Background: an optimization exercise with open tools, aiming at small area, a short achievable clock period and few clock cycles. Do not read the settings as production practice. Only simulation tests tie the RTL to the original design; equivalence was not proved. Power is estimated from default activity; no workload was simulated.

<file path="flow/flow/run.sh">
#!/bin/bash
# The standard ORFS layout (standard.sh) with three changes:
#  - synthesis maps the logic with flow/map.abc (see flow/mysynth.tcl);
#  - no full-adder extraction (ADDER_MAP_FILE empty), so ABC sees all logic;
#  - the port buffers are plain buf_1 cells.
set -euo pipefail
here=$(pwd)
bash standard.sh "SYNTH_SCRIPT=$here/flow/mysynth.tcl" ADDER_MAP_FILE= \
  "BUFFER_PORTS_ARGS=-buffer_cell sky130_fd_sc_hd__buf_1" finish > standard_flow.log 2>&1
</file>
<file path="flow/flow/map.abc">
strash
&get -n
&deepsyn -T 30
&put
if -g
strash
dch
map
topo
stime -c
</file>
<file path="flow/flow/mysynth.tcl">
# The standard synthesis script (synth_recipe.tcl), with ORFS's ABC mapping
# script replaced by flow/map.abc.
set my_abc_script [file join [file dirname [file normalize [info script]]] map.abc]
proc synth {args} { yosys synth -nofsm -noshare {*}$args }
proc abc {args} {
  set i [lsearch -exact $args -script]
  if { $i >= 0 } { lset args [expr {$i + 1}] $::my_abc_script }
  yosys abc {*}$args
}
source $::env(SCRIPTS_DIR)/synth.tcl
# left out here: clear keep_hierarchy, flatten, clean up, hide names made inside functions, write 1_2_yosys.v
</file>
<file path="flow/standard.sh">
#!/bin/bash
# synth_recipe.tcl (not shown) runs the flow's synth.tcl, then flattens the netlist and writes it again
# the make line also repeats each setting of config.mk as NAME=value (left out here)
make -C /OpenROAD-flow-scripts/flow DESIGN_CONFIG=/design/flow/config.mk WORK_HOME=/design/flow/orfs CLKGATE_MAP_FILE= SYNTH_SCRIPT=/design/flow/synth_recipe.tcl "${@:-finish}"
</file>
<file path="flow/config.mk">
export PLATFORM = sky130hd
export DESIGN_NAME = dut
export DESIGN_NICKNAME = dut
export VERILOG_FILES = /design/flow/design.v
export SDC_FILE = /design/flow/constraint.sdc
export NUM_CORES = 4
export LEC_CHECK = 0
export CAP_MARGIN = 20
export CORE_AREA = 3 3 61 61
export DIE_AREA = 0 0 64 64
export SETUP_SLACK_MARGIN = 3.1
export SLEW_MARGIN = 20
</file>
<file path="flow/constraint.sdc">
create_clock -name core_clock -period 5.0 [get_ports {clk}]
set_input_delay 1.0000 -clock core_clock [delete_from_list [all_inputs] [get_ports {clk}]]
set_output_delay 1.0000 -clock core_clock [all_outputs]
set_load 0.01 [all_outputs]
</file>
<file path="flow/design.v">
`timescale 1ns/1ps
module dut (
    input clk,
    input rst,
    input start,
    input [7:0] a,
    input [7:0] b,
    output reg [7:0] y,
    output reg ready
);
    wire [2:0] L = a[2:0];
    wire [3:0] H = a[6:3];
    wire [5:0] L2 = L * L;
    wire [3:0] P = H * L;                  
    wire c2 = b[7] | b[6];                                         
    wire c1 = (~b[7] & ~b[6] & (b[5] | b[4] | b[3]))               
            | (b[7] & b[6] & (b[5] | (b[4] & b[3])));              
    wire r1 = ~b[7] & ~b[6] & ~b[5] & ~b[4] & ~b[3] & (b[2] | b[1] | b[0]);   
    wire r3 = ~b[7] & ~b[6] & (b[5] | (b[4] & b[3] & (b[2] | (b[1] & b[0]))));  
    wire r5 = (~b[7] & b[6] & b[5] & b[4] & b[3] & b[2] & (b[1] | b[0]))       
            | (b[7] & ~(b[6] & (b[5] | (b[4] & b[3]))));                        
    wire c0 = r1 | r3 | r5;
    wire [5:0] lo = L2 + {3'd0, c2, c1, c0};
    wire [3:0] hi = P + {a[3], 2'b00} + {2'b00, lo[5:4]};
    always @(posedge clk) begin
        y     <= {hi, lo[3:0]};
        ready <= start & ~rst;
    end
endmodule
</file>
==> flow_results.xml, run 1 <==
<?xml version="1.0" encoding="UTF-8"?>
<metrics>
  <group name="timing">
    <metric name="timing.final.setup_violations" unit="">0</metric>
    <metric name="rsz0062_at_grt" unit="">false</metric>
    <metric name="period_needed" unit="ns">1.85</metric>
    <metric name="tightestPinTransition" unit="ns">0.231</metric>
    <metric name="setup_slack" unit="ns">3.15</metric>
    <metric name="max-slew-margin-rel" unit="%">84.4</metric>
    <metric name="final_max_slew_viol_count" unit="">0</metric>
    <metric name="tns" unit="ns">0</metric>
    <metric name="timing.final.hold_violations" unit="">0</metric>
    <metric name="timing.fmax" unit="MHz">539</metric>
    <metric name="period_share" unit="%">37.1</metric>
  </group>
  <group name="floorplan">
    <metric name="die_footprint" unit="mm²">0.00410</metric>
    <metric name="vertical_die_dimension" unit="µm">64</metric>
    <metric name="dieWidth" unit="µm">64</metric>
    <metric name="num_rows" unit="">20</metric>
    <metric name="design.core.area" unit="mm²">0.00313</metric>
    <metric name="start_util" unit="%">17.7</metric>
    <metric name="num_io_pins" unit="">28</metric>
  </group>
  <group name="global_route">
    <metric name="grt_usage" unit="%">6.12</metric>
    <metric name="grt_pass1_vias" unit="">511</metric>
    <metric name="overflow" unit="">0</metric>
    <metric name="antenna_found_initial" unit="">0</metric>
    <metric name="largest_net_degree_at_the_start_of_global_routing" unit="">10</metric>
    <metric name="first_pass_grt_wire_length" unit="mm">2.03</metric>
  </group>
  <group name="power">
    <metric name="seq_power_share" unit="%">43.7</metric>
    <metric name="powerDensity" unit="mW/mm²">244</metric>
    <metric name="power_switching_share" unit="%">29.2</metric>
    <metric name="p_int" unit="W">0.000134</metric>
    <metric name="clockPowerShare" unit="%">27.4</metric>
    <metric name="power.net_switching" unit="W">0.0000553</metric>
    <metric name="p_leak" unit="nW">0.318</metric>
    <metric name="peakVddDrop" unit="mV">0.0409</metric>
    <metric name="proportion_of_power_drawn_by_combinational_gates" unit="%">28.9</metric>
  </group>
  <group name="cts">
    <metric name="tritoncts_num_sinks" unit="">9</metric>
    <metric name="post_cts_hold_buffer_count" unit="">0</metric>
    <metric name="cts_inserted_buffers" unit="">3</metric>
    <metric name="cts.reportedPaths.clkPinSlew" unit="ns">0.05</metric>
    <metric name="cts.root.buffer_cell" unit="">sky130_fd_sc_hd__clkbuf_4</metric>
    <metric name="h-tree-depth" unit="">1</metric>
    <metric name="cts.path.max_buffers" unit="">2</metric>
    <metric name="tritoncts" unit="">yes</metric>
  </group>
  <group name="detailed_routing">
    <metric name="route.antenna.remaining_nets" unit="">0</metric>
    <metric name="routed_wl" unit="mm">1.27</metric>
    <metric name="drc_errors_left" unit="">0</metric>
    <metric name="vias_per_cell" unit="">3.95</metric>
    <metric name="drt-initial-drc-count" unit="">12</metric>
    <metric name="wl_per_cell" unit="µm">8.22</metric>
    <metric name="drt-pass1-iter-count" unit="">4</metric>
    <metric name="vias" unit="">612</metric>
  </group>
  <group name="placed_design">
    <metric name="pre_cts_slack" unit="ns">2.55</metric>
    <metric name="port_buffers" unit="">26</metric>
    <metric name="gp_congestion" unit="">0.826</metric>
    <metric name="place_inst" unit="">151</metric>
    <metric name="dp_hpwl" unit="mm">1.04</metric>
  </group>
  <group name="worst_setup_path">
    <metric name="cp_slowest_cell" unit="">sky130_fd_sc_hd__and2b_2</metric>
    <metric name="path_cells" unit="">buf_2, and2b_2, o22ai_4, a21oi_2, o21bai_1, o211a_1, nor2_1</metric>
    <metric name="critPathRequiredTime" unit="ns">5.15</metric>
    <metric name="cp_slowest_stage_delay" unit="ns">0.23</metric>
    <metric name="setup.worst_path.end_class" unit="">register</metric>
    <metric name="cp.arrival" unit="ns">2.00</metric>
    <metric name="timing.critical_path.buf_inv" unit="">1</metric>
    <metric name="crit_type" unit="">primary input to register</metric>
    <metric name="critical-path-top-delay-family" unit="">compound AO/OA/AOI/OAI gates</metric>
    <metric name="worstSetupStartpointType" unit="">primary input</metric>
    <metric name="largest_fanout_on_the_critical_path" unit="">6</metric>
  </group>
  <group name="synthesis">
    <metric name="synthesis.instances" unit="">81</metric>
    <metric name="ys_seq_area_share" unit="%">32.6</metric>
    <metric name="syn-num-nets" unit="">100</metric>
    <metric name="ys_types" unit="">21</metric>
    <metric name="ys_warnings" unit="">1</metric>
    <metric name="syn_area_per_cell" unit="µm²">6.83</metric>
    <metric name="post-synth-top-area-cell" unit="">sky130_fd_sc_hd__dfxtp_1</metric>
    <metric name="netlist_area_before_placement" unit="µm²">553</metric>
    <metric name="synth_top_cells_by_area" unit="">sky130_fd_sc_hd__dfxtp_1 33%, sky130_fd_sc_hd__nand2_1 12%, sky130_fd_sc_hd__clkinv_1 6.8%</metric>
    <metric name="netlist.area_leader.share" unit="%">32.6</metric>
    <metric name="synth.ff_latch_count" unit="">9</metric>
  </group>
  <group name="worst_hold_path">
    <metric name="timing.hold.worst.start" unit="">rst</metric>
    <metric name="hold_path_class" unit="">primary input to register</metric>
    <metric name="holdPathStages" unit="">2</metric>
    <metric name="timing.hold.worst_endpoint" unit="">ready</metric>
  </group>
  <group name="layout">
    <metric name="syn2layout_area_growth" unit="%">40.3</metric>
    <metric name="final_common_cell" unit="">sky130_fd_sc_hd__buf_1</metric>
    <metric name="n_antenna_cell" unit="">0</metric>
    <metric name="drive_gt1_share" unit="%">18.0</metric>
    <metric name="layout.cells.non_filler" unit="">155</metric>
    <metric name="final_cell_mix" unit="">21 x sky130_fd_sc_hd__buf_1, 18 x sky130_fd_sc_hd__nand2_1, 9 x sky130_fd_sc_hd__nor2_1, 9 x sky130_fd_sc_hd__dfxtp_1, 7 x sky130_fd_sc_hd__clkinv_1</metric>
    <metric name="fin_nets" unit="">131</metric>
  </group>
  <group name="status">
    <metric name="status" unit="">timing/DRC/antenna clean</metric>
  </group>
  <group name="flow_run">
    <metric name="timing.max_cap.violations" unit="">0</metric>
  </group>
</metrics>
[synthesized netlist by cell type]
master and number:
sky130_fd_sc_hd__clkinv_1 10, sky130_fd_sc_hd__and2b_2 1, sky130_fd_sc_hd__nand3_1 3, sky130_fd_sc_hd__nand2_1 18
sky130_fd_sc_hd__o21a_1 1, sky130_fd_sc_hd__and2_2 1, sky130_fd_sc_hd__or2_2 1, sky130_fd_sc_hd__xor2_1 4
sky130_fd_sc_hd__nor2_1 9, sky130_fd_sc_hd__o21ai_0 4, sky130_fd_sc_hd__dfxtp_1 9, sky130_fd_sc_hd__o21bai_1 2
sky130_fd_sc_hd__nand4_1 1, sky130_fd_sc_hd__a21oi_1 7, sky130_fd_sc_hd__o22ai_1 2, sky130_fd_sc_hd__xnor2_1 2
sky130_fd_sc_hd__o311ai_0 1, sky130_fd_sc_hd__o211a_1 1, sky130_fd_sc_hd__a31oi_1 1, sky130_fd_sc_hd__o211ai_1 1
sky130_fd_sc_hd__and3_2 2
[state kept, by name (all words and copies together) (netlist names)]
name / flops
y: 8
ready: 1
[per-stage QoR]
step,util (%),hold WS (ns),total power [W],instance area [µm²]
6_report,24.8,0.898,0.000189,776
5_1_grt,24.8,0.902,0.000203,776
4_1_cts,23.8,0.890,0.000188,744
3_5_place_dp,22.6,1.16,0.000133,706
3_3_place_gp,22.6,1.16,0.000133,706
2_1_floorplan,-,1.07,0.000114,553
[how the worst max path moves through the flow]
stage	from	to	depth (start not counted)
floorplan	a[1]	y[7]	6
global placement	a[0]	y[7]	7
detailed placement	a[0]	y[7]	7
CTS	a[1]	y[7]	7
global route	a[2]	y[7]	7
finish	a[2]	y[7]	7
[power by group through the flow]
stage	clock (W)	sequential, W	combinational, W
2_1_floorplan	0	0.0000894	0.0000248
3_3_place_gp	0	0.0000842	0.0000488
3_5_place_dp	0	0.0000843	0.0000489
4_1_cts	0.0000551	0.0000827	0.0000504
5_1_grt	0.0000578	0.0000836	0.0000615
6_report	0.0000519	0.0000827	0.0000546
[cell families (layout without fill, tap and decap cells)]
logic type,count (synthesis),after routing,share of synthesized area [%]
AOI/OAI and AO/OA,20,20,22.2
xor gates and xnor gates,6,6,9.50
buffers and inverters,10,40,6.79
DFF,9,9,32.6
and+or+nand+nor,36,36,29.0
[area by class of cell]
| cell class | instances | area (µm²) |
|---|---|---|
| tap | 44 | 55.1 |
| fill | 352 | 2350 |
| multi-input combinational | 62 | 362 |
| clock buffer | 4 | 26.3 |
| inverter | 10 | 40.0 |
| timing repair buffer | 26 | 113 |
| sequential | 9 | 180 |
[timing repair]
action / CTS / global route
setup endpoints to repair: 2 / 1
setup buffers: 0 / 0
pin swaps: 1 / 3
resized for setup: 6 / 16
[routing by layer]
layer | GRT usage [%] | vias up | wire, µm
met5 | 0 | - | 0
met4 | 4.04 | 0 | 0
met3 | 1.76 | 0 | 111
met2 | 8.65 | 22 | 548
met1 | 7.96 | 258 | 614
li1 | - | 332 | -
Testbench counts, summed over its fixed seeds: cycles 768.
==> run 2, diff against run 1 <==
--- a/flow/config.mk
+++ b/flow/config.mk
@@ -9,4 +9,4 @@
 export CORE_AREA = 3 3 61 61
 export DIE_AREA = 0 0 64 64
-export SETUP_SLACK_MARGIN = 3.1
+export SETUP_SLACK_MARGIN = 3.3
 export SLEW_MARGIN = 20
==> run 2 against run 1 <==
Net effect: still clean on timing, DRC and antenna; flip-flop and latch count stayed put; global-route usage is 0.43 points higher; first-iteration DRC count is 67% higher; via count is 2.6% higher; cell count is 3.9% higher; core utilization is 4.2 points higher; sequential share of layout area is 3.4 points lower; power is 7.2% higher; synthesized cell count stayed put.
==> flow_results.xml, run 2 <==
<?xml version="1.0" encoding="UTF-8"?>
<metrics>
  <group name="status">
    <metric name="status" unit="">timing/DRC/antenna clean</metric>
  </group>
  <group name="worst_setup_path">
    <metric name="critPathRequiredTime" unit="ns">5.15</metric>
    <metric name="crit_type" unit="">primary input to register</metric>
    <metric name="setup.worst_path.end_class" unit="">register</metric>
    <metric name="largest_fanout_on_the_critical_path" unit="">7</metric>
    <metric name="worstSetupStartpointType" unit="">primary input</metric>
    <metric name="cp.arrival" unit="ns">1.96</metric>
  </group>
  <group name="detailed_routing">
    <metric name="vias_per_cell" unit="">3.90</metric>
    <metric name="drt-initial-drc-count" unit="">20</metric>
    <metric name="route.antenna.remaining_nets" unit="">0</metric>
    <metric name="routed_wl" unit="mm">1.36</metric>
    <metric name="vias" unit="">628</metric>
    <metric name="wl_per_cell" unit="µm">8.42</metric>
    <metric name="drc_errors_left" unit="">0</metric>
    <metric name="drt-pass1-iter-count" unit="">4</metric>
  </group>
  <group name="layout">
    <metric name="drive_gt1_share" unit="%">41.0</metric>
    <metric name="fin_nets" unit="">137</metric>
    <metric name="final_common_cell" unit="">sky130_fd_sc_hd__nand2_1</metric>
    <metric name="final_cell_mix" unit="">16 x sky130_fd_sc_hd__nand2_1, 9 x sky130_fd_sc_hd__buf_2, 9 x sky130_fd_sc_hd__dfxtp_1</metric>
    <metric name="n_antenna_cell" unit="">0</metric>
    <metric name="reg_top3" unit="">y: 8 flops, ready: 1 flops</metric>
    <metric name="top_register" unit="">y</metric>
    <metric name="max_ffs_per_register" unit="">8</metric>
    <metric name="syn2layout_area_growth" unit="%">64.0</metric>
  </group>
  <group name="floorplan">
    <metric name="num_rows" unit="">20</metric>
    <metric name="start_util" unit="%">17.7</metric>
    <metric name="die_footprint" unit="mm²">0.00410</metric>
    <metric name="vertical_die_dimension" unit="µm">64</metric>
    <metric name="design.core.area" unit="mm²">0.00313</metric>
    <metric name="num_io_pins" unit="">28</metric>
    <metric name="dieWidth" unit="µm">64</metric>
  </group>
  <group name="timing">
    <metric name="timing.final.setup_violations" unit="">0</metric>
    <metric name="tightestPinTransition" unit="ns">0.231</metric>
    <metric name="timing.final.hold_violations" unit="">0</metric>
    <metric name="period_share" unit="%">36.4</metric>
    <metric name="rsz0062_at_grt" unit="">true</metric>
    <metric name="timing.fmax" unit="MHz">550</metric>
    <metric name="hold_ws" unit="ns">0.895</metric>
    <metric name="max-slew-margin-rel" unit="%">84.4</metric>
    <metric name="final_max_slew_viol_count" unit="">0</metric>
    <metric name="period_needed" unit="ns">1.82</metric>
    <metric name="tns" unit="ns">0</metric>
  </group>
  <group name="cts">
    <metric name="cts.root.buffer_cell" unit="">sky130_fd_sc_hd__clkbuf_4</metric>
    <metric name="tritoncts_num_sinks" unit="">9</metric>
    <metric name="cts.reportedPaths.clkPinSlew" unit="ns">0.05</metric>
    <metric name="tritoncts" unit="">yes</metric>
    <metric name="cts.path.max_buffers" unit="">2</metric>
    <metric name="h-tree-depth" unit="">1</metric>
    <metric name="post_cts_hold_buffer_count" unit="">0</metric>
    <metric name="cts_inserted_buffers" unit="">3</metric>
  </group>
  <group name="synthesis">
    <metric name="synth.ff_latch_count" unit="">9</metric>
    <metric name="syn-num-nets" unit="">100</metric>
    <metric name="synth.top_cells.by_count" unit="">18 x sky130_fd_sc_hd__nand2_1, 10 x sky130_fd_sc_hd__clkinv_1, 9 x sky130_fd_sc_hd__dfxtp_1, 9 x sky130_fd_sc_hd__nor2_1, 7 x sky130_fd_sc_hd__a21oi_1</metric>
    <metric name="ys_types" unit="">21</metric>
    <metric name="synthArstFlopShare" unit="%">0</metric>
    <metric name="synth.most_common_cell" unit="">sky130_fd_sc_hd__nand2_1</metric>
    <metric name="netlist.area_leader.share" unit="%">32.6</metric>
    <metric name="post-synth-top-area-cell" unit="">sky130_fd_sc_hd__dfxtp_1</metric>
    <metric name="netlist_area_before_placement" unit="µm²">553</metric>
    <metric name="synthesis.instances" unit="">81</metric>
    <metric name="ys_seq_area_share" unit="%">32.6</metric>
    <metric name="ys_warnings" unit="">1</metric>
    <metric name="syn_area_per_cell" unit="µm²">6.83</metric>
    <metric name="most_used_flip_flop_cell_after_synthesis" unit="">sky130_fd_sc_hd__dfxtp_1</metric>
    <metric name="synth_top_cells_by_area" unit="">sky130_fd_sc_hd__dfxtp_1 33%, sky130_fd_sc_hd__nand2_1 12%, sky130_fd_sc_hd__clkinv_1 6.8%</metric>
    <metric name="synth_edf_count" unit="">0</metric>
  </group>
  <group name="global_route">
    <metric name="grt_pass1_vias" unit="">571</metric>
    <metric name="grt_usage" unit="%">6.55</metric>
    <metric name="first_pass_grt_wire_length" unit="mm">2.16</metric>
    <metric name="antenna_found_initial" unit="">0</metric>
    <metric name="largest_net_degree_at_the_start_of_global_routing" unit="">10</metric>
    <metric name="overflow" unit="">0</metric>
  </group>
  <group name="placed_design">
    <metric name="dp_hpwl" unit="mm">1.04</metric>
    <metric name="port_buffers" unit="">26</metric>
    <metric name="gp_congestion" unit="">0.826</metric>
  </group>
  <group name="power">
    <metric name="p_leak" unit="nW">0.405</metric>
    <metric name="powerDensity" unit="mW/mm²">224</metric>
    <metric name="power_switching_share" unit="%">28.9</metric>
    <metric name="power.net_switching" unit="W">0.0000587</metric>
    <metric name="seq_power_share" unit="%">40.6</metric>
    <metric name="overall_power" unit="W">0.000203</metric>
    <metric name="p_int" unit="W">0.000144</metric>
    <metric name="clockPowerShare" unit="%">25.9</metric>
    <metric name="peakVddDrop" unit="mV">0.0552</metric>
    <metric name="proportion_of_power_drawn_by_combinational_gates" unit="%">33.6</metric>
  </group>
  <group name="flow_run">
    <metric name="timing.max_cap.violations" unit="">0</metric>
  </group>
  <group name="worst_hold_path">
    <metric name="hold_path_class" unit="">primary input to register</metric>
  </group>
</metrics>
## run 2: cell counts after synthesis
Identical to the previous run, type by type.
## run 2: cells by family after synthesis
group / share of synthesized area (%)
AND/OR/NAND/NOR: 29.0
AO/OA/AOI/OAI: 22.2
buffers and inverters: 6.79
flip-flops: 32.6
XOR/XNOR: 9.50
## run 2: path summary, 6_finish.rpt
kind / startpoint / endpoint / depth (start not counted)
worst max-delay path: a[4] / y[7] / 7
worst min-delay path: rst / ready / 2
## run 2: metrics by stage
stage	utilization (%)	std cells	cell area, µm²	setup slack (ns)
finish	29.0	161	907	3.18
global route	29.0	161	907	3.15
CTS	26.6	159	832	3.24
detailed placement	23.2	151	727	2.62
global placement	23.2	151	727	2.62
floorplan	-	81	574	3.14
## run 2: metal layers
layer  track usage, %  vias to the layer above  share of wire (%)
met3             1.93                        2                7.4
met4             4.04                        0                1.1
met2             10.8                       16                 44
met5                0                        -                  0
met1             7.31                      264                 47
li1                 -                      346                  -
## run 2: area by class of cell
class | count | area (µm²)
multi-input cells | 62 | 400
flip-flops and latches | 9 | 180
well taps | 44 | 55.1
inverters | 10 | 43.8
fillers | 341 | 2220
repair buffers | 32 | 201
clock buffers | 4 | 26.3
## run 2: power groups by stage
stage	clock network, W	logic [W]	registers [W]
2_1_floorplan	0	0.0000264	0.0000894
3_3_place_gp	0	0.0000508	0.0000842
3_5_place_dp	0	0.0000509	0.0000843
4_1_cts	0.0000543	0.0000592	0.0000826
5_1_grt	0.0000606	0.0000756	0.0000830
6_report	0.0000525	0.0000681	0.0000823
## run 2: critical path, stage by stage
cell and delay, ns:
sky130_fd_sc_hd__buf_4 0.14, sky130_fd_sc_hd__and2_4 0.16, sky130_fd_sc_hd__o22ai_4 0.13, sky130_fd_sc_hd__a21oi_2 0.08, sky130_fd_sc_hd__o21bai_1 0.22, sky130_fd_sc_hd__o211a_1 0.20, sky130_fd_sc_hd__nor2_2 0.03
## run 2: what timing repair did
| item | CTS | global route |
|---|---|---|
| gates resized for setup | 22 | 29 |
| setup endpoints to repair | 11 | 11 |
| buffers inserted | 4 | 2 |
| hold endpoints to repair | 0 | 0 |
| pin swaps | 5 | 14 |
==> run 3, diff against run 2 <==
--- a/flow/config.mk
+++ b/flow/config.mk
@@ -9,4 +9,4 @@
 export CORE_AREA = 3 3 61 61
 export DIE_AREA = 0 0 64 64
-export SETUP_SLACK_MARGIN = 3.3
+export SETUP_SLACK_MARGIN = 3.6
 export SLEW_MARGIN = 20
==> run 3 against run 2 <==
Net effect: via count grew 3.8%; sequential power is essentially flat; worst hold slack got worse by 0.0036 ns; first-iteration DRC count shrank 80%; die area unchanged; cell count increased by 1.2%; critical path depth stayed put; count of clock-buffer cells in the layout is the same; non-clock buffer count increased by 2.
==> flow_results.xml, run 3 <==
<?xml version="1.0" encoding="UTF-8"?>
<metrics>
  <group name="power">
    <metric name="power.net_switching" unit="W">0.0000623</metric>
    <metric name="seq_power_share" unit="%">38.7</metric>
    <metric name="overall_power" unit="W">0.000212</metric>
    <metric name="p_int" unit="W">0.000150</metric>
    <metric name="proportion_of_power_drawn_by_combinational_gates" unit="%">36.4</metric>
    <metric name="power_switching_share" unit="%">29.3</metric>
    <metric name="peakVddDrop" unit="mV">0.0536</metric>
    <metric name="clockPowerShare" unit="%">25.0</metric>
    <metric name="powerDensity" unit="mW/mm²">212</metric>
    <metric name="p_leak" unit="nW">0.441</metric>
  </group>
  <group name="timing">
    <metric name="tightestPinTransition" unit="ns">0.253</metric>
    <metric name="hold_ws" unit="ns">0.892</metric>
    <metric name="final_max_slew_viol_count" unit="">0</metric>
    <metric name="timing.final.hold_violations" unit="">0</metric>
    <metric name="period_needed" unit="ns">1.79</metric>
    <metric name="period_share" unit="%">35.9</metric>
    <metric name="rsz0062_at_grt" unit="">true</metric>
    <metric name="max-slew-margin-rel" unit="%">82.9</metric>
    <metric name="tns" unit="ns">0</metric>
    <metric name="timing.fmax" unit="MHz">558</metric>
    <metric name="timing.final.setup_violations" unit="">0</metric>
  </group>
  <group name="global_route">
    <metric name="met2_usage" unit="%">11.1</metric>
    <metric name="first_pass_grt_wire_length" unit="mm">2.30</metric>
    <metric name="largest_net_degree_at_the_start_of_global_routing" unit="">10</metric>
    <metric name="grt_pass1_vias" unit="">579</metric>
    <metric name="grt_usage" unit="%">7.11</metric>
    <metric name="antenna_found_initial" unit="">0</metric>
    <metric name="grt_most_used_layer" unit="">met2</metric>
    <metric name="overflow" unit="">0</metric>
    <metric name="grt_util_met3" unit="%">2.64</metric>
    <metric name="met1_usage_in_global_routing" unit="%">7.97</metric>
  </group>
  <group name="synthesis">
    <metric name="synth.top_cells.by_count" unit="">18 x sky130_fd_sc_hd__nand2_1, 10 x sky130_fd_sc_hd__clkinv_1, 9 x sky130_fd_sc_hd__dfxtp_1, 9 x sky130_fd_sc_hd__nor2_1, 7 x sky130_fd_sc_hd__a21oi_1</metric>
    <metric name="syn-num-nets" unit="">100</metric>
    <metric name="synth_top_cells_by_area" unit="">sky130_fd_sc_hd__dfxtp_1 33%, sky130_fd_sc_hd__nand2_1 12%, sky130_fd_sc_hd__clkinv_1 6.8%</metric>
    <metric name="synth.most_common_cell" unit="">sky130_fd_sc_hd__nand2_1</metric>
    <metric name="post-synth-top-area-cell" unit="">sky130_fd_sc_hd__dfxtp_1</metric>
    <metric name="syn_area_per_cell" unit="µm²">6.83</metric>
    <metric name="synth.ff_latch_count" unit="">9</metric>
    <metric name="synth_edf_count" unit="">0</metric>
    <metric name="netlist_area_before_placement" unit="µm²">553</metric>
    <metric name="synthesis.instances" unit="">81</metric>
    <metric name="synthArstFlopShare" unit="%">0</metric>
    <metric name="most_used_flip_flop_cell_after_synthesis" unit="">sky130_fd_sc_hd__dfxtp_1</metric>
    <metric name="ys_types" unit="">21</metric>
    <metric name="ys_seq_area_share" unit="%">32.6</metric>
    <metric name="netlist.area_leader.share" unit="%">32.6</metric>
    <metric name="ys_warnings" unit="">1</metric>
  </group>
  <group name="layout">
    <metric name="n_antenna_cell" unit="">0</metric>
    <metric name="reg_top3" unit="">y: 8 flops, ready: 1 flops</metric>
    <metric name="drive_gt1_share" unit="%">48.7</metric>
    <metric name="max_ffs_per_register" unit="">8</metric>
    <metric name="final_cell_mix" unit="">14 x sky130_fd_sc_hd__nand2_1, 9 x sky130_fd_sc_hd__buf_4, 9 x sky130_fd_sc_hd__buf_2, 9 x sky130_fd_sc_hd__dfxtp_1</metric>
    <metric name="final_common_cell" unit="">sky130_fd_sc_hd__nand2_1</metric>
    <metric name="fillerInstances" unit="">323</metric>
    <metric name="top_register" unit="">y</metric>
    <metric name="multiInputGateArea" unit="µm²">428</metric>
    <metric name="regArea" unit="µm²">180</metric>
    <metric name="fin_nets" unit="">139</metric>
    <metric name="final_cell_area" unit="mm²">0.00100</metric>
    <metric name="syn2layout_area_growth" unit="%">81.0</metric>
  </group>
  <group name="cts">
    <metric name="cts_inserted_buffers" unit="">3</metric>
    <metric name="h-tree-depth" unit="">1</metric>
    <metric name="cts.path.max_buffers" unit="">2</metric>
    <metric name="tritoncts" unit="">yes</metric>
    <metric name="cts.root.buffer_cell" unit="">sky130_fd_sc_hd__clkbuf_4</metric>
    <metric name="tritoncts_num_sinks" unit="">9</metric>
    <metric name="cts.reportedPaths.clkPinSlew" unit="ns">0.06</metric>
  </group>
  <group name="detailed_routing">
    <metric name="vias_per_cell" unit="">4.00</metric>
    <metric name="drt-initial-drc-count" unit="">4</metric>
    <metric name="drc_errors_left" unit="">0</metric>
    <metric name="vias" unit="">652</metric>
    <metric name="route.antenna.remaining_nets" unit="">0</metric>
    <metric name="wl_per_cell" unit="µm">9.26</metric>
    <metric name="routed_wl" unit="mm">1.51</metric>
    <metric name="drt-pass1-iter-count" unit="">2</metric>
  </group>
  <group name="worst_hold_path">
    <metric name="holdPathStages" unit="">2</metric>
    <metric name="timing.hold.worst.start" unit="">rst</metric>
    <metric name="hold_path_class" unit="">primary input to register</metric>
  </group>
  <group name="status">
    <metric name="status" unit="">timing/DRC/antenna clean</metric>
  </group>
  <group name="placed_design">
    <metric name="gp_congestion" unit="">0.812</metric>
    <metric name="port_buffers" unit="">26</metric>
    <metric name="dp_hpwl" unit="mm">1.06</metric>
    <metric name="dpl-instance-area" unit="µm²">731</metric>
  </group>
  <group name="worst_setup_path">
    <metric name="crit_path_start" unit="">a[2]</metric>
    <metric name="worstSetupEndpoint" unit="">y[7]</metric>
    <metric name="critPathRequiredTime" unit="ns">5.15</metric>
    <metric name="crit_type" unit="">primary input to register</metric>
    <metric name="worstSetupStartpointType" unit="">primary input</metric>
    <metric name="largest_fanout_on_the_critical_path" unit="">6</metric>
    <metric name="path_cells" unit="">buf_12, and2b_2, o22ai_4, a21oi_2, o21bai_1, o211a_1, nor2_1</metric>
    <metric name="cp_slowest_cell" unit="">sky130_fd_sc_hd__and2b_2</metric>
    <metric name="cp_slowest_stage_delay" unit="ns">0.22</metric>
    <metric name="setup.worst_path.end_class" unit="">register</metric>
    <metric name="cp.arrival" unit="ns">1.94</metric>
  </group>
  <group name="floorplan">
    <metric name="start_util" unit="%">17.7</metric>
    <metric name="dieWidth" unit="µm">64</metric>
    <metric name="design.core.area" unit="mm²">0.00313</metric>
    <metric name="vertical_die_dimension" unit="µm">64</metric>
    <metric name="num_rows" unit="">20</metric>
    <metric name="num_io_pins" unit="">28</metric>
    <metric name="die_footprint" unit="mm²">0.00410</metric>
  </group>
  <group name="flow_run">
    <metric name="timing.max_cap.violations" unit="">0</metric>
  </group>
</metrics>
run 3: stage by stage:
step	util [%]	instances	setup slack [ns]
global placement	23.4	151	2.63
finish	32.0	163	3.21
detailed placement	23.4	151	2.63
CTS	30.0	163	3.25
floorplan	-	81	3.14
global route	32.0	163	3.14
run 3: kinds of logic after synthesis:
kind of cell	synth area share, %
AOI/OAI and AO/OA	22.2
xor gates and xnor gates	9.50
buffers and inverters	6.79
DFF	32.6
and+or+nand+nor	29.0
run 3: worst max-delay path: cells and delay by family:
family	cells	cell delay (ns)
buffers and inverters	1	0.11
AND/OR/NAND/NOR	2	0.26
AO/OA/AOI/OAI	4	0.57
run 3: worst min path at each step:
stage                       end  slack [ns]
after detailed placement  ready        1.16
after CTS                 ready        0.89
after floorplan           ready        1.07
final                     ready        0.89
after global placement    ready        1.16
after global routing      ready        0.89
run 3: timing repair:
item,4_1_cts,5_1_grt
gates resized for setup,50,16
hold buffers,0,0
pin swaps,18,11
buffers inserted,8,0
setup endpoints to repair,17,15
run 3: cell type report:
cell class,instances,share of cell area (%)
multi-input combinational,62,42.7
timing repair buffer,34,26.0
sequential,9,18.0
tap,44,5.50
inverter,10,5.13
clock buffer,4,2.63
run 3: power by group through the flow:
stage,clock network (W),registers [W],logic (W)
2_1_floorplan,0,0.0000894,0.0000267
3_3_place_gp,0,0.0000843,0.0000511
3_5_place_dp,0,0.0000840,0.0000515
4_1_cts,0.0000545,0.0000822,0.0000693
5_1_grt,0.0000585,0.0000829,0.0000841
6_report,0.0000531,0.0000821,0.0000772
run 3: layer usage:
layer / part of all wire, % / vias to the layer above
met5: 0 / -
met4: 2.1 / 0
met3: 8.1 / 4
met2: 47 / 18
met1: 43 / 285
li1: - / 345
==> run 4, diff against run 3 <==
--- a/flow/config.mk
+++ b/flow/config.mk
@@ -9,4 +9,4 @@
 export CORE_AREA = 3 3 61 61
 export DIE_AREA = 0 0 64 64
-export SETUP_SLACK_MARGIN = 3.6
+export SETUP_SLACK_MARGIN = 2.9
 export SLEW_MARGIN = 20
==> run 4 against run 3 <==
Net effect: combinational power decreased by 36%; routed wire length fell by 19%; synthesized cell count did not move; count of clock-buffer cells in the layout stayed put; highest routed layer is now met3; worst setup slack got worse by 0.16 ns; synthesized area unchanged; largest power group unchanged; worst hold slack improved by 0.0058 ns; flip-flop and latch count stayed put; via count down 9.2%; critical path depth did not move.
==> flow_results.xml, run 4 <==
<?xml version="1.0" encoding="UTF-8"?>
<metrics>
  <group name="flow_run">
    <metric name="timing.max_cap.violations" unit="">0</metric>
  </group>
  <group name="synthesis">
    <metric name="synthArstFlopShare" unit="%">0</metric>
    <metric name="synth_compound_gate_area_share" unit="%">22.2</metric>
    <metric name="simple_gate_share_of_the_synthesized_area" unit="%">29.0</metric>
    <metric name="synthesis.instances" unit="">81</metric>
    <metric name="synthMuxAreaShare" unit="%">0</metric>
    <metric name="synth_fa_ha_area_share" unit="%">0</metric>
    <metric name="synth.ff_latch_count" unit="">9</metric>
    <metric name="post_synth_xor_area_fraction" unit="%">9.50</metric>
    <metric name="post-synth-top-area-cell" unit="">sky130_fd_sc_hd__dfxtp_1</metric>
    <metric name="syn_area_per_cell" unit="µm²">6.83</metric>
    <metric name="synth.most_common_cell" unit="">sky130_fd_sc_hd__nand2_1</metric>
    <metric name="synth_edf_count" unit="">0</metric>
    <metric name="syn-num-nets" unit="">100</metric>
    <metric name="ys_types" unit="">21</metric>
    <metric name="ys_warnings" unit="">1</metric>
    <metric name="netlist_area_before_placement" unit="µm²">553</metric>
    <metric name="ys_seq_area_share" unit="%">32.6</metric>
    <metric name="combinational_family_with_the_most_area_after_synthesis" unit="">simple AND/OR/NAND/NOR gates</metric>
    <metric name="netlist.area_leader.share" unit="%">32.6</metric>
    <metric name="synth.top_cells.by_count" unit="">18 x sky130_fd_sc_hd__nand2_1, 10 x sky130_fd_sc_hd__clkinv_1, 9 x sky130_fd_sc_hd__dfxtp_1, 9 x sky130_fd_sc_hd__nor2_1, 7 x sky130_fd_sc_hd__a21oi_1</metric>
    <metric name="most_used_flip_flop_cell_after_synthesis" unit="">sky130_fd_sc_hd__dfxtp_1</metric>
    <metric name="synth_top_cells_by_area" unit="">sky130_fd_sc_hd__dfxtp_1 33%, sky130_fd_sc_hd__nand2_1 12%, sky130_fd_sc_hd__clkinv_1 6.8%</metric>
  </group>
  <group name="power">
    <metric name="overall_power" unit="W">0.000184</metric>
    <metric name="p_leak" unit="nW">0.297</metric>
    <metric name="peakVddDrop" unit="mV">0.0408</metric>
    <metric name="powerDensity" unit="mW/mm²">250</metric>
  </group>
  <group name="timing">
    <metric name="hold_ws" unit="ns">0.898</metric>
    <metric name="timing.final.hold_violations" unit="">0</metric>
    <metric name="final_max_slew_viol_count" unit="">0</metric>
    <metric name="tns" unit="ns">0</metric>
    <metric name="max-slew-margin-rel" unit="%">79.7</metric>
    <metric name="timing.fmax" unit="MHz">512</metric>
    <metric name="period_needed" unit="ns">1.95</metric>
    <metric name="timing.final.setup_violations" unit="">0</metric>
    <metric name="period_share" unit="%">39.1</metric>
    <metric name="rsz0062_at_grt" unit="">false</metric>
    <metric name="tightestPinTransition" unit="ns">0.301</metric>
  </group>
  <group name="placed_design">
    <metric name="gp_congestion" unit="">0.826</metric>
    <metric name="dp_hpwl" unit="mm">1.04</metric>
    <metric name="dpl-instance-area" unit="µm²">706</metric>
    <metric name="port_buffers" unit="">26</metric>
  </group>
  <group name="detailed_routing">
    <metric name="drt-pass1-iter-count" unit="">6</metric>
    <metric name="vias" unit="">592</metric>
    <metric name="drc_errors_left" unit="">0</metric>
    <metric name="routed_wl" unit="mm">1.23</metric>
    <metric name="wl_per_cell" unit="µm">7.91</metric>
    <metric name="vias_per_cell" unit="">3.82</metric>
    <metric name="drt-initial-drc-count" unit="">15</metric>
    <metric name="route.antenna.remaining_nets" unit="">0</metric>
  </group>
  <group name="worst_setup_path">
    <metric name="largest_fanout_on_the_critical_path" unit="">9</metric>
    <metric name="worstSetupEndpoint" unit="">y[7]</metric>
    <metric name="crit_path_start" unit="">a[0]</metric>
    <metric name="worstSetupStartpointType" unit="">primary input</metric>
    <metric name="crit_type" unit="">primary input to register</metric>
    <metric name="setup.worst_path.end_class" unit="">register</metric>
    <metric name="critPathRequiredTime" unit="ns">5.14</metric>
    <metric name="cp.arrival" unit="ns">2.10</metric>
  </group>
  <group name="floorplan">
    <metric name="num_rows" unit="">20</metric>
    <metric name="num_io_pins" unit="">28</metric>
    <metric name="die_footprint" unit="mm²">0.00410</metric>
    <metric name="vertical_die_dimension" unit="µm">64</metric>
    <metric name="dieWidth" unit="µm">64</metric>
    <metric name="design.core.area" unit="mm²">0.00313</metric>
    <metric name="start_util" unit="%">17.7</metric>
  </group>
  <group name="cts">
    <metric name="cts.root.buffer_cell" unit="">sky130_fd_sc_hd__clkbuf_4</metric>
    <metric name="cts_setup_buffers" unit="">0</metric>
    <metric name="cts.reportedPaths.clkPinSlew" unit="ns">0.05</metric>
    <metric name="cts_inserted_buffers" unit="">3</metric>
    <metric name="post_cts_hold_buffer_count" unit="">0</metric>
    <metric name="tritoncts" unit="">yes</metric>
    <metric name="h-tree-depth" unit="">1</metric>
    <metric name="post_cts_resized" unit="">1</metric>
    <metric name="tritoncts_num_sinks" unit="">9</metric>
    <metric name="cts.path.max_buffers" unit="">2</metric>
  </group>
  <group name="global_route">
    <metric name="grt_pass1_vias" unit="">511</metric>
    <metric name="antenna_found_initial" unit="">0</metric>
    <metric name="overflow" unit="">0</metric>
    <metric name="largest_net_degree_at_the_start_of_global_routing" unit="">10</metric>
    <metric name="first_pass_grt_wire_length" unit="mm">2.03</metric>
    <metric name="grt_usage" unit="%">6.12</metric>
  </group>
  <group name="layout">
    <metric name="drive_gt1_share" unit="%">9.91</metric>
    <metric name="fin_nets" unit="">131</metric>
    <metric name="reg_top3" unit="">y: 8 flops, ready: 1 flops</metric>
    <metric name="syn2layout_area_growth" unit="%">33.0</metric>
    <metric name="final_cell_area" unit="µm²">736</metric>
    <metric name="fillerInstances" unit="">358</metric>
    <metric name="final_cell_mix" unit="">23 x sky130_fd_sc_hd__buf_1, 18 x sky130_fd_sc_hd__nand2_1, 10 x sky130_fd_sc_hd__clkinv_1</metric>
    <metric name="final_common_cell" unit="">sky130_fd_sc_hd__buf_1</metric>
    <metric name="top_register" unit="">y</metric>
    <metric name="n_antenna_cell" unit="">0</metric>
    <metric name="max_ffs_per_register" unit="">8</metric>
  </group>
  <group name="worst_hold_path">
    <metric name="hold_path_class" unit="">primary input to register</metric>
    <metric name="timing.hold.worst.start" unit="">rst</metric>
  </group>
  <group name="status">
    <metric name="status" unit="">timing/DRC/antenna clean</metric>
  </group>
</metrics>
==> run 4: how the worst min path moves through the flow <==
stage / endpoint / cells after the start / slack (ns)
floorplan: ready / 1 / 1.07
global placement: ready / 2 / 1.16
detailed placement: ready / 2 / 1.16
CTS: ready / 2 / 0.89
global route: ready / 2 / 0.90
finish: ready / 2 / 0.90
==> run 4: per-layer routing <==
| metal | vias to the layer above | part of all wire [%] | GRT usage (%) | wire length, µm |
|---|---|---|---|---|
| li1 | 331 | - | - | - |
| met1 | 240 | 50 | 7.96 | 609 |
| met2 | 21 | 41 | 8.65 | 505 |
| met3 | 0 | 9.1 | 1.76 | 111 |
| met4 | 0 | 0 | 4.04 | 0 |
| met5 | - | 0 | 0 | 0 |
==> run 4: report_power, final <==
part,internal (W),total [W],leakage (nW),switching [W]
Combinational,0.0000198,0.0000491,0.206,0.0000294
Clock,0.0000305,0.0000520,0.0150,0.0000215
Sequential,0.0000808,0.0000827,0.0757,0.00000189
==> run 4: cells by family after synthesis <==
logic type	Yosys count
AND/OR/NAND/NOR	36
AO/OA/AOI/OAI	20
buffers and inverters	10
flip-flops	9
XOR/XNOR	6
==> run 4: area by class of cell <==
cell class | count | area [µm²] | area share, %
inverters | 10 | 37.5 | 5.10
multi-input cells | 62 | 335 | 45.6
clock buffers | 4 | 26.3 | 3.57
well taps | 44 | 55.1 | 7.48
repair buffers | 26 | 101 | 13.8
flip-flops and latches | 9 | 180 | 24.5
==> run 4: worst max-delay path, stage by stage <==
cell and delay (ns):
sky130_fd_sc_hd__buf_2 0.18, sky130_fd_sc_hd__clkinv_1 0.17, sky130_fd_sc_hd__o22ai_1 0.24, sky130_fd_sc_hd__a21oi_1 0.12, sky130_fd_sc_hd__o21bai_1 0.18, sky130_fd_sc_hd__o211a_1 0.16, sky130_fd_sc_hd__nor2_1 0.04
==> run 4: through the flow <==
step                      utilization (%)  worst slack, ns  instances
after global routing                 23.5             2.91        155
after CTS                            23.4             2.91        155
after floorplan                         -             3.11         81
after global placement               22.6             2.56        151
after detailed placement             22.6             2.55        151
final                                23.5             3.05        155
==> run 5, diff against run 4 <==
--- a/flow/config.mk
+++ b/flow/config.mk
@@ -9,4 +9,4 @@
 export CORE_AREA = 3 3 61 61
 export DIE_AREA = 0 0 64 64
-export SETUP_SLACK_MARGIN = 2.9
+export SETUP_SLACK_MARGIN = 2.5
 export SLEW_MARGIN = 20
==> run 5 against run 4 <==
Net effect: first-iteration DRC count did not move; synthesized cell count did not move; cell count did not move; synthesized area did not move; worst hold slack did not move; core utilization fell by 0.12 points; largest power group unchanged; final area fell by 0.51%; global-route usage did not move; combinational power barely moved; largest cell class unchanged; clock power barely moved; critical path depth did not move; still clean.
==> flow_results.xml, run 5 <==
<?xml version="1.0" encoding="UTF-8"?>
<metrics>
  <group name="status">
    <metric name="status" unit="">timing/DRC/antenna clean</metric>
  </group>
  <group name="worst_hold_path">
    <metric name="holdPathStages" unit="">2</metric>
    <metric name="hold_path_class" unit="">primary input to register</metric>
    <metric name="timing.hold.worst_endpoint" unit="">ready</metric>
    <metric name="timing.hold.worst.start" unit="">rst</metric>
  </group>
  <group name="synthesis">
    <metric name="synth.most_common_cell" unit="">sky130_fd_sc_hd__nand2_1</metric>
    <metric name="synthesis.instances" unit="">81</metric>
    <metric name="synthMuxAreaShare" unit="%">0</metric>
    <metric name="ys_warnings" unit="">1</metric>
    <metric name="most_used_flip_flop_cell_after_synthesis" unit="">sky130_fd_sc_hd__dfxtp_1</metric>
    <metric name="post_synth_xor_area_fraction" unit="%">9.50</metric>
    <metric name="netlist_area_before_placement" unit="µm²">553</metric>
    <metric name="ys_seq_area_share" unit="%">32.6</metric>
    <metric name="synth_compound_gate_area_share" unit="%">22.2</metric>
    <metric name="synth_top_cells_by_area" unit="">sky130_fd_sc_hd__dfxtp_1 33%, sky130_fd_sc_hd__nand2_1 12%, sky130_fd_sc_hd__clkinv_1 6.8%</metric>
    <metric name="netlist.area_leader.share" unit="%">32.6</metric>
    <metric name="combinational_family_with_the_most_area_after_synthesis" unit="">simple AND/OR/NAND/NOR gates</metric>
    <metric name="synth.ff_latch_count" unit="">9</metric>
    <metric name="syn-num-nets" unit="">100</metric>
    <metric name="syn_area_per_cell" unit="µm²">6.83</metric>
    <metric name="synth_edf_count" unit="">0</metric>
    <metric name="ys_types" unit="">21</metric>
    <metric name="post-synth-top-area-cell" unit="">sky130_fd_sc_hd__dfxtp_1</metric>
    <metric name="synth.top_cells.by_count" unit="">18 x sky130_fd_sc_hd__nand2_1, 10 x sky130_fd_sc_hd__clkinv_1, 9 x sky130_fd_sc_hd__dfxtp_1, 9 x sky130_fd_sc_hd__nor2_1, 7 x sky130_fd_sc_hd__a21oi_1</metric>
    <metric name="synthArstFlopShare" unit="%">0</metric>
    <metric name="simple_gate_share_of_the_synthesized_area" unit="%">29.0</metric>
    <metric name="synth_fa_ha_area_share" unit="%">0</metric>
  </group>
  <group name="timing">
    <metric name="timing.final.setup_violations" unit="">0</metric>
    <metric name="timing.fmax" unit="MHz">461</metric>
    <metric name="hold_ws" unit="ns">0.898</metric>
    <metric name="period_share" unit="%">43.4</metric>
    <metric name="final_max_slew_viol_count" unit="">0</metric>
    <metric name="tightestPinTransition" unit="ns">0.399</metric>
    <metric name="max-slew-margin-rel" unit="%">73.4</metric>
    <metric name="rsz0062_at_grt" unit="">false</metric>
    <metric name="period_needed" unit="ns">2.17</metric>
    <metric name="tns" unit="ns">0</metric>
    <metric name="timing.final.hold_violations" unit="">0</metric>
  </group>
  <group name="global_route">
    <metric name="overflow" unit="">0</metric>
    <metric name="grt_pass1_vias" unit="">511</metric>
    <metric name="antenna_found_initial" unit="">0</metric>
    <metric name="first_pass_grt_wire_length" unit="mm">2.03</metric>
    <metric name="largest_net_degree_at_the_start_of_global_routing" unit="">10</metric>
    <metric name="grt_usage" unit="%">6.12</metric>
  </group>
  <group name="worst_setup_path">
    <metric name="largest_fanout_on_the_critical_path" unit="">9</metric>
    <metric name="critical-path-top-delay-family" unit="">compound AO/OA/AOI/OAI gates</metric>
    <metric name="crit_type" unit="">primary input to register</metric>
    <metric name="setup.worst_path.end_class" unit="">register</metric>
    <metric name="cp.arrival" unit="ns">2.31</metric>
    <metric name="path_cells" unit="">buf_1, clkinv_1, o22ai_1, a21oi_1, o21bai_1, o211a_1, nor2_1</metric>
    <metric name="worstSetupStartpointType" unit="">primary input</metric>
    <metric name="critPathRequiredTime" unit="ns">5.14</metric>
    <metric name="cp_slowest_stage_delay" unit="ns">0.31</metric>
    <metric name="cp_slowest_cell" unit="">sky130_fd_sc_hd__buf_1</metric>
    <metric name="timing.critical_path.buf_inv" unit="">2</metric>
  </group>
  <group name="placed_design">
    <metric name="gp_congestion" unit="">0.826</metric>
    <metric name="port_buffers" unit="">26</metric>
    <metric name="dp_hpwl" unit="mm">1.04</metric>
  </group>
  <group name="layout">
    <metric name="top_register" unit="">y</metric>
    <metric name="syn2layout_area_growth" unit="%">32.4</metric>
    <metric name="regArea" unit="µm²">180</metric>
    <metric name="fillerInstances" unit="">360</metric>
    <metric name="final_cell_mix" unit="">26 x sky130_fd_sc_hd__buf_1, 18 x sky130_fd_sc_hd__nand2_1, 10 x sky130_fd_sc_hd__clkinv_1</metric>
    <metric name="reg_top3" unit="">y: 8 flops, ready: 1 flops</metric>
    <metric name="final_common_cell" unit="">sky130_fd_sc_hd__buf_1</metric>
    <metric name="max_ffs_per_register" unit="">8</metric>
    <metric name="fin_nets" unit="">131</metric>
    <metric name="drive_gt1_share" unit="%">7.21</metric>
    <metric name="multiInputGateArea" unit="µm²">335</metric>
    <metric name="n_antenna_cell" unit="">0</metric>
  </group>
  <group name="floorplan">
    <metric name="dieWidth" unit="µm">64</metric>
    <metric name="start_util" unit="%">17.7</metric>
    <metric name="die_footprint" unit="mm²">0.00410</metric>
    <metric name="num_rows" unit="">20</metric>
    <metric name="num_io_pins" unit="">28</metric>
    <metric name="vertical_die_dimension" unit="µm">64</metric>
    <metric name="design.core.area" unit="mm²">0.00313</metric>
  </group>
  <group name="cts">
    <metric name="tritoncts_num_sinks" unit="">9</metric>
    <metric name="cts.root.buffer_cell" unit="">sky130_fd_sc_hd__clkbuf_4</metric>
    <metric name="h-tree-depth" unit="">1</metric>
    <metric name="tritoncts" unit="">yes</metric>
    <metric name="post_cts_hold_buffer_count" unit="">0</metric>
    <metric name="cts_inserted_buffers" unit="">3</metric>
    <metric name="cts.reportedPaths.clkPinSlew" unit="ns">0.05</metric>
    <metric name="post_cts_resized" unit="">0</metric>
    <metric name="cts.path.max_buffers" unit="">2</metric>
    <metric name="cts_setup_buffers" unit="">0</metric>
  </group>
  <group name="detailed_routing">
    <metric name="vias" unit="">592</metric>
    <metric name="vias_per_cell" unit="">3.82</metric>
    <metric name="route.antenna.remaining_nets" unit="">0</metric>
    <metric name="wl_per_cell" unit="µm">7.91</metric>
    <metric name="drt-initial-drc-count" unit="">15</metric>
    <metric name="drt-pass1-iter-count" unit="">6</metric>
    <metric name="drc_errors_left" unit="">0</metric>
    <metric name="routed_wl" unit="mm">1.23</metric>
  </group>
  <group name="power">
    <metric name="peakVddDrop" unit="mV">0.0408</metric>
    <metric name="p_leak" unit="nW">0.288</metric>
    <metric name="powerDensity" unit="mW/mm²">251</metric>
  </group>
  <group name="flow_run">
    <metric name="timing.max_cap.violations" unit="">0</metric>
  </group>
</metrics>
## run 5: cell counts after synthesis
Identical to the previous run, type by type.
## run 5: through the flow
step,std cells,power (W),worst slack [ns],util (%),cell area (µm²)
finish,155,0.000183,2.83,23.4,732
detailed placement,151,0.000133,2.55,22.6,706
global placement,151,0.000133,2.56,22.6,706
global route,155,0.000197,2.64,23.4,732
floorplan,81,0.000114,3.11,-,553
CTS,155,0.000187,2.82,23.4,732
## run 5: metal layers
metal	wire length [µm]	global-route usage [%]
met5	0	0
met4	0	4.04
met3	111	1.76
met2	505	8.65
met1	608	7.96
## run 5: how the worst max path moves through the flow
stage,from,to,slack (ns),depth (start not counted)
finish,a[0],y[7],2.83,7
floorplan,a[1],y[7],3.11,6
CTS,a[0],y[7],2.82,7
global route,a[0],y[7],2.64,7
global placement,a[0],y[7],2.56,7
detailed placement,a[0],y[7],2.55,7
## run 5: area by class of cell
type	count	area share [%]
flip-flops and latches	9	24.6
repair buffers	26	13.3
multi-input cells	62	45.8
well taps	44	7.52
clock buffers	4	3.59
inverters	10	5.13
## run 5: cell families after synthesis
family,after synthesis
and+or+nand+nor,36
AOI/OAI and AO/OA,20
xor gates and xnor gates,6
DFF,9
buffers and inverters,10
## run 5: report_power, final
part | total [W] | switching, W | internal, W
Sequential | 0.0000827 | 0.00000189 | 0.0000808
Combinational | 0.0000488 | 0.0000294 | 0.0000194
Clock | 0.0000520 | 0.0000215 | 0.0000305
==> run 6, diff against run 5 <==
--- a/flow/config.mk
+++ b/flow/config.mk
@@ -9,4 +9,3 @@
 export CORE_AREA = 3 3 61 61
 export DIE_AREA = 0 0 64 64
-export SETUP_SLACK_MARGIN = 2.5
 export SLEW_MARGIN = 20
==> run 6 against run 5 <==
Net effect: still clean on timing, DRC and antenna; power stayed put; synthesized area unchanged; clock power is essentially flat; count of clock-buffer cells in the layout did not move; routed wire length unchanged; fmax stayed put; worst setup slack unchanged; critical path type unchanged; highest routed layer unchanged.
==> flow_results.xml, run 6 <==
<?xml version="1.0" encoding="UTF-8"?>
<metrics>
  <group name="synthesis">
    <metric name="synth_top_cells_by_area" unit="">sky130_fd_sc_hd__dfxtp_1 33%, sky130_fd_sc_hd__nand2_1 12%, sky130_fd_sc_hd__clkinv_1 6.8%</metric>
    <metric name="ys_warnings" unit="">1</metric>
    <metric name="ys_types" unit="">21</metric>
    <metric name="ys_seq_area_share" unit="%">32.6</metric>
    <metric name="synth.most_common_cell" unit="">sky130_fd_sc_hd__nand2_1</metric>
    <metric name="most_used_flip_flop_cell_after_synthesis" unit="">sky130_fd_sc_hd__dfxtp_1</metric>
    <metric name="synth.ff_latch_count" unit="">9</metric>
    <metric name="synth.top_cells.by_count" unit="">18 x sky130_fd_sc_hd__nand2_1, 10 x sky130_fd_sc_hd__clkinv_1, 9 x sky130_fd_sc_hd__dfxtp_1, 9 x sky130_fd_sc_hd__nor2_1, 7 x sky130_fd_sc_hd__a21oi_1</metric>
    <metric name="synthesis.instances" unit="">81</metric>
    <metric name="syn_area_per_cell" unit="µm²">6.83</metric>
    <metric name="netlist.area_leader.share" unit="%">32.6</metric>
    <metric name="synthArstFlopShare" unit="%">0</metric>
    <metric name="netlist_area_before_placement" unit="µm²">553</metric>
    <metric name="synth_edf_count" unit="">0</metric>
    <metric name="post-synth-top-area-cell" unit="">sky130_fd_sc_hd__dfxtp_1</metric>
    <metric name="syn-num-nets" unit="">100</metric>
  </group>
  <group name="timing">
    <metric name="timing.final.hold_violations" unit="">0</metric>
    <metric name="timing.final.setup_violations" unit="">0</metric>
    <metric name="rsz0062_at_grt" unit="">false</metric>
    <metric name="period_needed" unit="ns">2.17</metric>
    <metric name="final_max_slew_viol_count" unit="">0</metric>
    <metric name="max-slew-margin-rel" unit="%">73.4</metric>
    <metric name="hold_ws" unit="ns">0.898</metric>
    <metric name="timing.fmax" unit="MHz">461</metric>
    <metric name="tightestPinTransition" unit="ns">0.399</metric>
    <metric name="period_share" unit="%">43.4</metric>
    <metric name="tns" unit="ns">0</metric>
  </group>
  <group name="cts">
    <metric name="cts.reportedPaths.clkPinSlew" unit="ns">0.05</metric>
    <metric name="h-tree-depth" unit="">1</metric>
    <metric name="post_cts_hold_buffer_count" unit="">0</metric>
    <metric name="tritoncts" unit="">yes</metric>
    <metric name="cts_setup_buffers" unit="">0</metric>
    <metric name="post_cts_resized" unit="">0</metric>
    <metric name="cts.path.max_buffers" unit="">2</metric>
    <metric name="cts.root.buffer_cell" unit="">sky130_fd_sc_hd__clkbuf_4</metric>
    <metric name="cts_inserted_buffers" unit="">3</metric>
    <metric name="tritoncts_num_sinks" unit="">9</metric>
  </group>
  <group name="floorplan">
    <metric name="dieWidth" unit="µm">64</metric>
    <metric name="num_io_pins" unit="">28</metric>
    <metric name="num_rows" unit="">20</metric>
    <metric name="die_footprint" unit="mm²">0.00410</metric>
    <metric name="start_util" unit="%">17.7</metric>
    <metric name="vertical_die_dimension" unit="µm">64</metric>
    <metric name="design.core.area" unit="mm²">0.00313</metric>
  </group>
  <group name="detailed_routing">
    <metric name="vias" unit="">592</metric>
    <metric name="drt-pass1-iter-count" unit="">6</metric>
    <metric name="routed_wl" unit="mm">1.23</metric>
    <metric name="route.antenna.remaining_nets" unit="">0</metric>
    <metric name="vias_per_cell" unit="">3.82</metric>
    <metric name="wl_per_cell" unit="µm">7.91</metric>
    <metric name="drc_errors_left" unit="">0</metric>
    <metric name="drt-initial-drc-count" unit="">15</metric>
  </group>
  <group name="worst_setup_path">
    <metric name="crit_path_start" unit="">a[0]</metric>
    <metric name="crit_type" unit="">primary input to register</metric>
    <metric name="largest_fanout_on_the_critical_path" unit="">9</metric>
    <metric name="worstSetupEndpoint" unit="">y[7]</metric>
    <metric name="cp.arrival" unit="ns">2.31</metric>
    <metric name="critPathRequiredTime" unit="ns">5.14</metric>
    <metric name="worstSetupStartpointType" unit="">primary input</metric>
    <metric name="setup.worst_path.end_class" unit="">register</metric>
  </group>
  <group name="layout">
    <metric name="layout.cells.non_filler" unit="">155</metric>
    <metric name="syn2layout_area_growth" unit="%">32.4</metric>
    <metric name="top_register" unit="">y</metric>
    <metric name="reg_top3" unit="">y: 8 flops, ready: 1 flops</metric>
    <metric name="n_antenna_cell" unit="">0</metric>
    <metric name="drive_gt1_share" unit="%">7.21</metric>
    <metric name="max_ffs_per_register" unit="">8</metric>
    <metric name="final_common_cell" unit="">sky130_fd_sc_hd__buf_1</metric>
    <metric name="final_cell_mix" unit="">26 x sky130_fd_sc_hd__buf_1, 18 x sky130_fd_sc_hd__nand2_1, 10 x sky130_fd_sc_hd__clkinv_1</metric>
    <metric name="fin_nets" unit="">131</metric>
    <metric name="fin_util" unit="%">23.4</metric>
  </group>
  <group name="global_route">
    <metric name="grt_usage" unit="%">6.12</metric>
    <metric name="largest_net_degree_at_the_start_of_global_routing" unit="">10</metric>
    <metric name="antenna_found_initial" unit="">0</metric>
    <metric name="first_pass_grt_wire_length" unit="mm">2.03</metric>
    <metric name="overflow" unit="">0</metric>
    <metric name="grt_pass1_vias" unit="">511</metric>
  </group>
  <group name="worst_hold_path">
    <metric name="hold_path_class" unit="">primary input to register</metric>
  </group>
  <group name="placed_design">
    <metric name="port_buffers" unit="">26</metric>
    <metric name="place_inst" unit="">151</metric>
    <metric name="dp_hpwl" unit="mm">1.04</metric>
    <metric name="gp_congestion" unit="">0.826</metric>
  </group>
  <group name="power">
    <metric name="p_leak" unit="nW">0.288</metric>
    <metric name="peakVddDrop" unit="mV">0.0408</metric>
    <metric name="powerDensity" unit="mW/mm²">251</metric>
  </group>
  <group name="status">
    <metric name="status" unit="">timing/DRC/antenna clean</metric>
  </group>
  <group name="flow_run">
    <metric name="timing.max_cap.violations" unit="">0</metric>
  </group>
</metrics>
-- run 6: cell counts after synthesis --
Identical to the previous run, type by type.
-- run 6: logic make-up (layout without fill, tap and decap cells) --
logic type      after synthesis  after routing  synth area share (%)
buf+inv                      10             40                  6.79
compound gates               20             20                  22.2
xor+xnor                      6              6                  9.50
simple gates                 36             36                  29.0
flops                         9              9                  32.6
-- run 6: layer usage --
layer  wire length, µm  GRT usage (%)  vias up  share of wire [%]
li1                  -              -      331                  -
met1               608           7.96      240                 50
met2               505           8.65       21                 41
met3               111           1.76        0                9.1
met4                 0           4.04        0                  0
met5                 0              0        -                  0
-- run 6: worst min-delay path by stage --
stage,from,to,cells past startpoint
after floorplan,rst,ready,1
after global placement,rst,ready,2
after detailed placement,rst,ready,2
after CTS,rst,ready,2
after global routing,rst,ready,2
final,rst,ready,2
-- run 6: metrics by stage --
step | worst slack [ns] | cell area (µm²) | power (W)
2_1_floorplan | 3.11 | 553 | 0.000114
3_3_place_gp | 2.56 | 706 | 0.000133
3_5_place_dp | 2.55 | 706 | 0.000133
4_1_cts | 2.82 | 732 | 0.000187
5_1_grt | 2.64 | 732 | 0.000197
6_report | 2.83 | 732 | 0.000183
-- run 6: critical path, stage by stage --
cell,delay [ns]
sky130_fd_sc_hd__buf_1,0.31
sky130_fd_sc_hd__clkinv_1,0.24
sky130_fd_sc_hd__o22ai_1,0.25
sky130_fd_sc_hd__a21oi_1,0.12
sky130_fd_sc_hd__o21bai_1,0.18
sky130_fd_sc_hd__o211a_1,0.17
sky130_fd_sc_hd__nor2_1,0.04
-- run 6: where the power goes --
| group | switching [W] | internal [W] | leakage [nW] |
|---|---|---|---|
| Combinational | 0.0000294 | 0.0000194 | 0.197 |
| Sequential | 0.00000189 | 0.0000808 | 0.0757 |
| Clock | 0.0000215 | 0.0000305 | 0.0150 |
| Total | 0.0000528 | 0.000131 | 0.288 |
-- run 6: cell type report --
cell class                 instances  area (µm²)
sequential                         9         180
timing repair buffer              26        97.6
inverter                          10        37.5
tap                               44        55.1
fill                             360        2400
multi-input combinational         62         335
clock buffer                       4        26.3
==> run 7, diff against run 6 <==
==> flow/flow/map.abc (replaced) <==
strash
&get -n
&deepsyn -T 30
&put
dch
map
topo
stime -c
--- a/flow/config.mk
+++ b/flow/config.mk
@@ -9,3 +9,4 @@
 export CORE_AREA = 3 3 61 61
 export DIE_AREA = 0 0 64 64
+export SETUP_SLACK_MARGIN = 2.9
 export SLEW_MARGIN = 20
==> run 7 against run 6 <==
Net effect: still clean on timing, DRC and antenna; global-route usage up 1.5 points; first-iteration DRC count rose by 47%; combinational power grew 1%; fmax rose by 13%; final area grew 0.85%; sequential power about the same; synthesized area is 0.45% higher; critical endpoint unchanged; largest cell class unchanged.
==> flow_results.xml, run 7 <==
<?xml version="1.0" encoding="UTF-8"?>
<metrics>
  <group name="placed_design">
    <metric name="dp_hpwl" unit="mm">1.14</metric>
    <metric name="gp_congestion" unit="">0.814</metric>
    <metric name="port_buffers" unit="">26</metric>
    <metric name="dpl-instance-area" unit="µm²">708</metric>
    <metric name="place_inst" unit="">153</metric>
  </group>
  <group name="timing">
    <metric name="period_share" unit="%">38.6</metric>
    <metric name="tns" unit="ns">0</metric>
    <metric name="hold_ws" unit="ns">0.893</metric>
    <metric name="rsz0062_at_grt" unit="">false</metric>
    <metric name="timing.final.hold_violations" unit="">0</metric>
    <metric name="timing.final.setup_violations" unit="">0</metric>
    <metric name="setup_slack" unit="ns">3.07</metric>
    <metric name="timing.fmax" unit="MHz">519</metric>
    <metric name="tightestPinTransition" unit="ns">0.258</metric>
  </group>
  <group name="synthesis">
    <metric name="ys_types" unit="">19</metric>
    <metric name="synthArstFlopShare" unit="%">0</metric>
    <metric name="synth.ff_latch_count" unit="">9</metric>
    <metric name="synth.top_cells.by_count" unit="">22 x sky130_fd_sc_hd__nand2_1, 11 x sky130_fd_sc_hd__clkinv_1, 9 x sky130_fd_sc_hd__dfxtp_1</metric>
    <metric name="synth_compound_gate_area_share" unit="%">24.8</metric>
    <metric name="post-synth-top-area-cell" unit="">sky130_fd_sc_hd__dfxtp_1</metric>
    <metric name="synth.most_common_cell" unit="">sky130_fd_sc_hd__nand2_1</metric>
    <metric name="syn_area_per_cell" unit="µm²">6.69</metric>
    <metric name="most_used_flip_flop_cell_after_synthesis" unit="">sky130_fd_sc_hd__dfxtp_1</metric>
    <metric name="ys_seq_area_share" unit="%">32.4</metric>
    <metric name="synth_fa_ha_area_share" unit="%">0</metric>
    <metric name="syn-num-nets" unit="">102</metric>
  </group>
  <group name="power">
    <metric name="powerDensity" unit="mW/mm²">252</metric>
    <metric name="p_int" unit="W">0.000129</metric>
    <metric name="proportion_of_power_drawn_by_combinational_gates" unit="%">26.6</metric>
    <metric name="power_switching_share" unit="%">30.3</metric>
    <metric name="clockPowerShare" unit="%">29.0</metric>
    <metric name="seq_power_share" unit="%">44.4</metric>
    <metric name="p_leak" unit="nW">0.290</metric>
    <metric name="power.net_switching" unit="W">0.0000564</metric>
  </group>
  <group name="global_route">
    <metric name="overflow" unit="">0</metric>
    <metric name="grt_usage" unit="%">7.58</metric>
    <metric name="grt_pass1_vias" unit="">560</metric>
  </group>
  <group name="worst_setup_path">
    <metric name="cp.arrival" unit="ns">2.07</metric>
    <metric name="setup.worst_path.end_class" unit="">register</metric>
    <metric name="largest_fanout_on_the_critical_path" unit="">11</metric>
    <metric name="worstSetupStartpointType" unit="">primary input</metric>
    <metric name="crit_type" unit="">primary input to register</metric>
    <metric name="critPathRequiredTime" unit="ns">5.14</metric>
    <metric name="cp_slowest_cell" unit="">sky130_fd_sc_hd__clkbuf_2</metric>
  </group>
  <group name="cts">
    <metric name="post_cts_hold_buffer_count" unit="">0</metric>
    <metric name="cts.root.buffer_cell" unit="">sky130_fd_sc_hd__clkbuf_4</metric>
    <metric name="tritoncts" unit="">yes</metric>
    <metric name="tritoncts_num_sinks" unit="">9</metric>
    <metric name="cts_setup_buffers" unit="">0</metric>
  </group>
  <group name="layout">
    <metric name="syn2layout_area_growth" unit="%">32.9</metric>
    <metric name="multiInputGateArea" unit="µm²">334</metric>
    <metric name="max_ffs_per_register" unit="">8</metric>
    <metric name="regArea" unit="µm²">180</metric>
    <metric name="n_antenna_cell" unit="">0</metric>
    <metric name="fillerInstances" unit="">370</metric>
    <metric name="final_cell_area" unit="µm²">738</metric>
    <metric name="layout.cells.non_filler" unit="">157</metric>
  </group>
  <group name="detailed_routing">
    <metric name="vias_per_cell" unit="">4.02</metric>
    <metric name="drt-initial-drc-count" unit="">22</metric>
    <metric name="vias" unit="">631</metric>
    <metric name="drt-pass1-iter-count" unit="">4</metric>
    <metric name="wl_per_cell" unit="µm">8.85</metric>
    <metric name="drc_errors_left" unit="">0</metric>
  </group>
  <group name="worst_hold_path">
    <metric name="hold_path_class" unit="">primary input to register</metric>
    <metric name="holdPathStages" unit="">2</metric>
  </group>
  <group name="floorplan">
    <metric name="start_util" unit="%">17.8</metric>
    <metric name="design.core.area" unit="mm²">0.00313</metric>
    <metric name="num_io_pins" unit="">28</metric>
    <metric name="dieWidth" unit="µm">64</metric>
  </group>
  <group name="flow_run">
    <metric name="timing.max_cap.violations" unit="">0</metric>
  </group>
  <group name="status">
    <metric name="status" unit="">timing/DRC/antenna clean</metric>
  </group>
</metrics>
-- run 7: cell types whose count changed after synthesis, moves of 2 or more --
cell / change
sky130_fd_sc_hd__nor2_1: -5
sky130_fd_sc_hd__nand2_1: +4
sky130_fd_sc_hd__xnor2_1: -2
sky130_fd_sc_hd__o31ai_1: +2
sky130_fd_sc_hd__nand3_1: +3
sky130_fd_sc_hd__o21bai_1: -2
-- run 7: stage by stage --
step,power (W),util (%)
detailed placement,0.000133,22.6
global route,0.000203,23.6
floorplan,0.000114,-
global placement,0.000133,22.6
finish,0.000186,23.6
CTS,0.000190,23.5
-- run 7: metal layers --
metal	vias to the layer above	part of all wire [%]	global-route usage, %
li1	348	-	-
met1	261	53	9.97
met2	20	41	10.7
met3	2	5.5	2.11
met4	0	1.0	4.85
met5	-	0	0
-- run 7: area by class of cell --
cell class,count,share of cell area (%)
clock buffers,4,3.56
inverters,11,5.59
multi-input cells,63,45.3
flip-flops and latches,9,24.4
well taps,44,7.46
repair buffers,26,13.7
-- run 7: power groups by stage --
| stage | clock network (W) | registers, W | logic (W) |
|---|---|---|---|
| after floorplan | 0 | 0.0000888 | 0.0000247 |
| after global placement | 0 | 0.0000840 | 0.0000488 |
| after detailed placement | 0 | 0.0000841 | 0.0000491 |
| after CTS | 0.0000584 | 0.0000825 | 0.0000493 |
| after global routing | 0.0000628 | 0.0000834 | 0.0000573 |
| final | 0.0000539 | 0.0000825 | 0.0000493 |
-- run 7: how the worst max path moves through the flow --
stage	from	end	slack, ns	depth (start not counted)
global route	a[0]	y[7]	2.95	9
finish	a[0]	y[7]	3.07	9
global placement	a[0]	y[7]	2.64	8
CTS	a[0]	y[7]	2.98	8
detailed placement	a[0]	y[7]	2.70	8
floorplan	a[2]	y[7]	3.15	7
-- run 7: cell families (layout without fill, tap and decap cells) --
group                     count (synthesis)  count (layout)
DFF                                       9               9
AOI/OAI and AO/OA                        22              22
xor gates and xnor gates                  4               4
and+or+nand+nor                          37              37
buffers and inverters                    11              41
